This design comes from an exercise in tuning for small area on the open sky130 flow, not from production work. In this exercise RTL edits were held to simulation tests only and were not proved equivalent to the original.

==> flow/design.v (excerpt) <==
module top
  (
    input clk,
    input rstn,
    input en,
    input [15 : 0] xin,
    output y
  );
Size in the first run: about 20 I/O pins.
Settings: LEC_CHECK=0, ABC_AREA=1, CAP_MARGIN=20, CORE_MARGIN=2, CORE_UTILIZATION=65, CTS_CLUSTER_DIAMETER=90, CTS_CLUSTER_SIZE=24, SLEW_MARGIN=20; clock period 80.0 ns.
standard.sh (not shown) runs the stock make flow with config.mk's settings and CLKGATE_MAP_FILE= SYNTH_SCRIPT=/design/flow/synth_recipe.tcl, a recipe that flattens the netlist after the stock synthesis.
==> flow/flow/run.sh <==
#!/bin/bash
# Standard layout, except that synthesis maps the logic with an area-oriented
# ABC script (flow/abc_area.script).  Yosys, its register handling and every
# later step are the standard ones: synthesis runs with a copy of the ORFS
# scripts folder that differs only in abc_area.script, and the remaining
# steps run with the stock scripts.
set -euo pipefail
here=$(pwd)
rm -rf "$here/synth_scripts"
cp -r "$FLOW_HOME/scripts" "$here/synth_scripts"
cp "$here/flow/abc_area.script" "$here/synth_scripts/abc_area.script"
SCRIPTS_DIR="$here/synth_scripts" bash standard.sh synth > "$here/synth.log" 2>&1
bash standard.sh > "$here/layout.log" 2>&1
==> flow/flow/abc_area.script <==
strash
dc2
dch -f
amap -m -F 2 -A 8
topo
stime -c
The first run passed the timing, design-rule and antenna checks.
Rerun with:
--- a/flow/design.v
+++ b/flow/design.v
@@ -223,31 +223,35 @@
   wire p1_gt_p2 = gs[2];
   wire p1_ge_p0 = ~gs[1];
   wire p1_gt_pk = ~ges16(peak_f, p1);
   always @(posedge clk or negedge rstn)
   begin
     if (!rstn)
     begin
       st_i <= 0;
+      peak_f <= 0;
       st_f <= 0;
     end
     else if (en)
     begin
       if (a1_gt_a2 && a1_ge_a0)
       begin
         if (c200i == 0 || a1_gt_pk)
           st_i <= 1;
       end
       else
         st_i <= 0;
       if (p1_gt_p2 && p1_ge_p0)
       begin
         if (c200f == 0 || p1_gt_pk)
+        begin
+          peak_f <= p1;
           st_f <= 1;
+        end
       end
       else
         st_f <= 0;
     end
   end
   always @(posedge clk)
   begin
     if (en && a1_gt_a2 && a1_ge_a0 && (c200i == 0 || a1_gt_pk))
@@ -259,16 +263,17 @@
   always @(posedge clk or negedge rstn)
   begin
     if (!rstn)
     begin
       c200i <= 0;
       fl200i <= 0;
       c200f <= 0;
       fl200f <= 0;
+      rrc <= 0;
     end
     else
     begin
       if (en && st_i)
       begin
         c200i <= 1;
         fl200i <= 0;
       end
@@ -296,43 +301,22 @@
         else if (c200f == 40)
         begin
           c200f <= 0;
           fl200f <= 1;
         end
         else
           c200f <= c200f_inc[5 : 0];
       end
-    end
-  end
-  always @(posedge clk)
-  begin
-    if (spu)
-      rrc <= 1;
-    else if (load || (en && state == 2'd0 && fl200i))
-      rrc <= 0;
-    else if (en)
-      rrc <= rrc_inc[15 : 0];
-  end
-  always @(posedge clk)
-  begin
-    if (en)
-    begin
-      if (!vld1)
-      begin
-        peak_f <= 0;
-        peak_f_best <= 0;
-      end
-      else
-      begin
-        if (p1_gt_p2 && p1_ge_p0 && (c200f == 0 || p1_gt_pk))
-          peak_f <= p1;
-        if (fl200f)
-          peak_f_best <= peak_f;
-      end
+      if (spu)
+        rrc <= 1;
+      else if (load || (en && state == 2'd0 && fl200i))
+        rrc <= 0;
+      else if (en)
+        rrc <= rrc_inc[15 : 0];
     end
   end
   function [17 : 0] div25;
     input [15 : 0] a;
     reg [23 : 0] n;
     reg [4 : 0] r;
     reg [5 : 0] x;
     reg [12 : 0] q;
@@ -387,19 +371,22 @@
     if (!rstn)
     begin
       init_thrs <= 0;
       load <= 0;
       npu <= 0;
       spu <= 0;
       state <= 0;
       rr_counter <= 0;
+      peak_f_best <= 0;
     end
     else if (en)
     begin
+      if (fl200f == 1)
+        peak_f_best <= peak_f;
       case (state)
         2'd0:
         begin
           if (s200ms_flag == 1)
           begin
             state <= 2'd1;
             rr_counter <= 0;
           end
Effect:
- sequential cell count is unchanged
- synthesized cell count increases slightly
- sequential share of layout area fell by 0.16 points
- worst setup slack gets better by 530 ps
- via count goes up slightly
- synthesized area stays flat
- critical path depth goes up by 8
- global-route usage increases by 0.43 points
- hold slack improves by 9.5 ps
- cell area hardly moves

---

Setup of run A:
top, a different RTL version from the one above (not shown whole).
Size: ~5800 cells after synthesis, roughly 20 I/O pins.
## top
module top
  (
    input clk,
    input rstn,
    input en,
    input [15 : 0] xin,
    output y
  );
  integer i;
  function [23 : 0] add24;
    input [23 : 0] a;
    input [23 : 0] b;
    input ci;
    integer k;
    reg c;
    begin
      c = ci;
      for (k = 0; k < 24; k = k + 1)
      begin
        add24[k] = a[k] ^ b[k] ^ c;
        c = (a[k] & b[k]) | (c & (a[k] ^ b[k]));
      end
    end
  endfunction
  function geu16;
    input [15 : 0] a;
    input [15 : 0] b;
    integer k;
    reg c;
    begin
      c = 1'b1;
      for (k = 0; k < 16; k = k + 1)
        c = (a[k] & ~b[k]) | (c & (a[k] | ~b[k]));
      geu16 = c;
    end
  endfunction
  function ges16;
    input [15 : 0] a;
    input [15 : 0] b;
    begin
      ges16 = geu16({~a[15], a[14 : 0]}, {~b[15], b[14 : 0]});
    end
  endfunction
  function [23 : 0] sx16;
    input [15 : 0] a;
    begin
      sx16 = {{8{a[15]}}, a};
    end
  endfunction
  reg [5 : 0] vcnt;
  wire vld1 = |vcnt;
  wire vld6 = vcnt[5] | vcnt[4] | vcnt[3] | (vcnt[2] & vcnt[1]);
  wire vld12 = vcnt[5] | vcnt[4] | (vcnt[3] & vcnt[2]);
  wire vld16 = vcnt[5] | vcnt[4];
  wire vld29 = vcnt[5] | (vcnt[4] & vcnt[3] & vcnt[2] & (vcnt[1] | vcnt[0]));
  wire vld32 = vcnt[5];
  reg [15 : 0] lx [0 : 11];
  reg [15 : 0] ly0_r, ly1_r;
  wire [15 : 0] ly0 = vld1 ? ly0_r : 16'd0;
  wire [15 : 0] ly1 = vld1 ? ly1_r : 16'd0;
  wire [15 : 0] lx0 = vld1 ? lx[0] : 16'd0;
  wire [15 : 0] lx5 = vld6 ? lx[5] : 16'd0;
  wire [15 : 0] lx11 = vld12 ? lx[11] : 16'd0;
  wire [23 : 0] yl_a = add24({7'd0, ~ly0[15], ly0[14 : 0], 1'b0}, {8'd0, ~lx0[15], lx0[14 : 0]}, 1'b0);
  wire [23 : 0] yl_b = add24(yl_a, {8'd0, ~lx11[15], lx11[14 : 0]}, 1'b0);
  wire [23 : 0] yl_c = add24({7'd0, ~ly1[15], ly1}, {7'd0, ~lx5[15], lx5[14 : 0], 1'b0}, 1'b0);
  ...
clock: 80.0 ns
lec_check: 0
abc_area: 1
cap_margin: 20
core_margin: 2
core_utilization: 65
cts_cluster_diameter: 90
cts_cluster_size: 24
slew_margin: 20
Scripts as last shown in full above: flow/flow/run.sh, flow/flow/abc_area.script
### run A -> run B
-- flow/design.v --
<<< run A, line 40
    begin
      ges16 = geu16({~a[15], a[14 : 0]}, {~b[15], b[14 : 0]});
    end
  endfunction
>>> run B, line 40
    begin
      ges16 = geu16({~a[15], a[14 : 0]}, {~b[15], b[14 : 0]});
    end
  endfunction
  function gec16;
    input [15 : 0] a;
    input [15 : 0] b;
    input ci;
    integer k;
    reg c;
    reg [15 : 0] x;
    reg [15 : 0] z;
    begin
      x = {~a[15], a[14 : 0]};
      z = {~b[15], b[14 : 0]};
      c = ci;
      for (k = 0; k < 16; k = k + 1)
        c = (x[k] & ~z[k]) | (c & (x[k] | ~z[k]));
      gec16 = c;
    end
  endfunction
<<< run A, line 341
  wire s200ms_flag = fl200i;
  wire rru = spu & (state == 2'd3);
  wire pi_gt_t1 = ~ges16(thri_1, peak_i);
  wire pi_ge_t1 = ges16(peak_i, thri_1);
  wire pf_gt_t1 = ~ges16(thrf_1, peak_f_best);
  wire pf_ge_t1 = ges16(peak_f_best, thrf_1);
  wire pi_gt_max = ~ges16(spk_i, peak_i);
  wire pf_gt_max = ~ges16(spk_f, peak_f_best);
>>> run B, line 358
  wire s200ms_flag = fl200i;
  wire rru = spu & (state == 2'd3);
  wire pi_t1 = gec16(peak_i, thri_1, state[0]);
  wire pf_t1 = gec16(peak_f_best, thrf_1, state[0]);
  wire pi_gt_max = ~ges16(spk_i, peak_i);
  wire pf_gt_max = ~ges16(spk_f, peak_f_best);
<<< run A, line 392
          if (s200ms_flag == 1)
          begin
            if (pi_gt_t1 && pf_gt_t1)
              spu <= 1;
            else
>>> run B, line 407
          if (s200ms_flag == 1)
          begin
            if (pi_t1 && pf_t1)
              spu <= 1;
            else
<<< run A, line 417
          if (s200ms_flag == 1)
          begin
            if (pi_ge_t1 && pf_ge_t1)
            begin
              npu <= 0;
>>> run B, line 432
          if (s200ms_flag == 1)
          begin
            if (pi_t1 && pf_t1)
            begin
              npu <= 0;
<<< run A, line 620
        if (s200ms_flag)
        begin
          if (pi_ge_t1 && pf_ge_t1)
          begin
            peak_i_sb <= 0;
>>> run B, line 635
        if (s200ms_flag)
        begin
          if (pi_t1 && pf_t1)
          begin
            peak_i_sb <= 0;
## What came out
Compared with run A, in run B count of clock-buffer cells in the layout shows a reduction of about 10%; sequential share of layout area did not really move; number of flip-flops and latches level.
Between run B and run A, the number of DRC violations after detailed-routing iteration 0 is lower for run B.
Max global-route wire length before repair across run B and run A: run B

port drivers added, routing unchanged:
No port has a modelled driver above. Below, the same layouts with a new extraction and two added sets of constraints.
Step 1 assumes that a clkbuf_16 drives the clock port and a buf_2 every other input.
Step 2 adds t to the input delays and takes it off the output delays; t is the mean of the earliest and latest rising clock arrival at the registers after step 1. Input paths then give back, and output paths get back, about the clock's delay inside the block.
a / b / c = no drivers / after step 1 / after step 2; a / b = the first two.
| run | t (ns) | slack for setup (ns) | clock arrival spread, ns |
|---|---|---|---|
| the first run of note 1 | 0.781 | 41.392 / 41.392 / 41.392 | 0.045 / 0.046 |
| the second run of note 1 | 0.784 | 41.922 / 41.922 / 41.922 | 0.037 / 0.037 |
| run A | 0.783 | 40.711 / 40.711 / 40.711 | 0.051 / 0.050 |
| run B | 0.807 | 42.066 / 42.066 / 42.066 | 0.087 / 0.086 |
After both steps setup and hold are still met in every run listed.
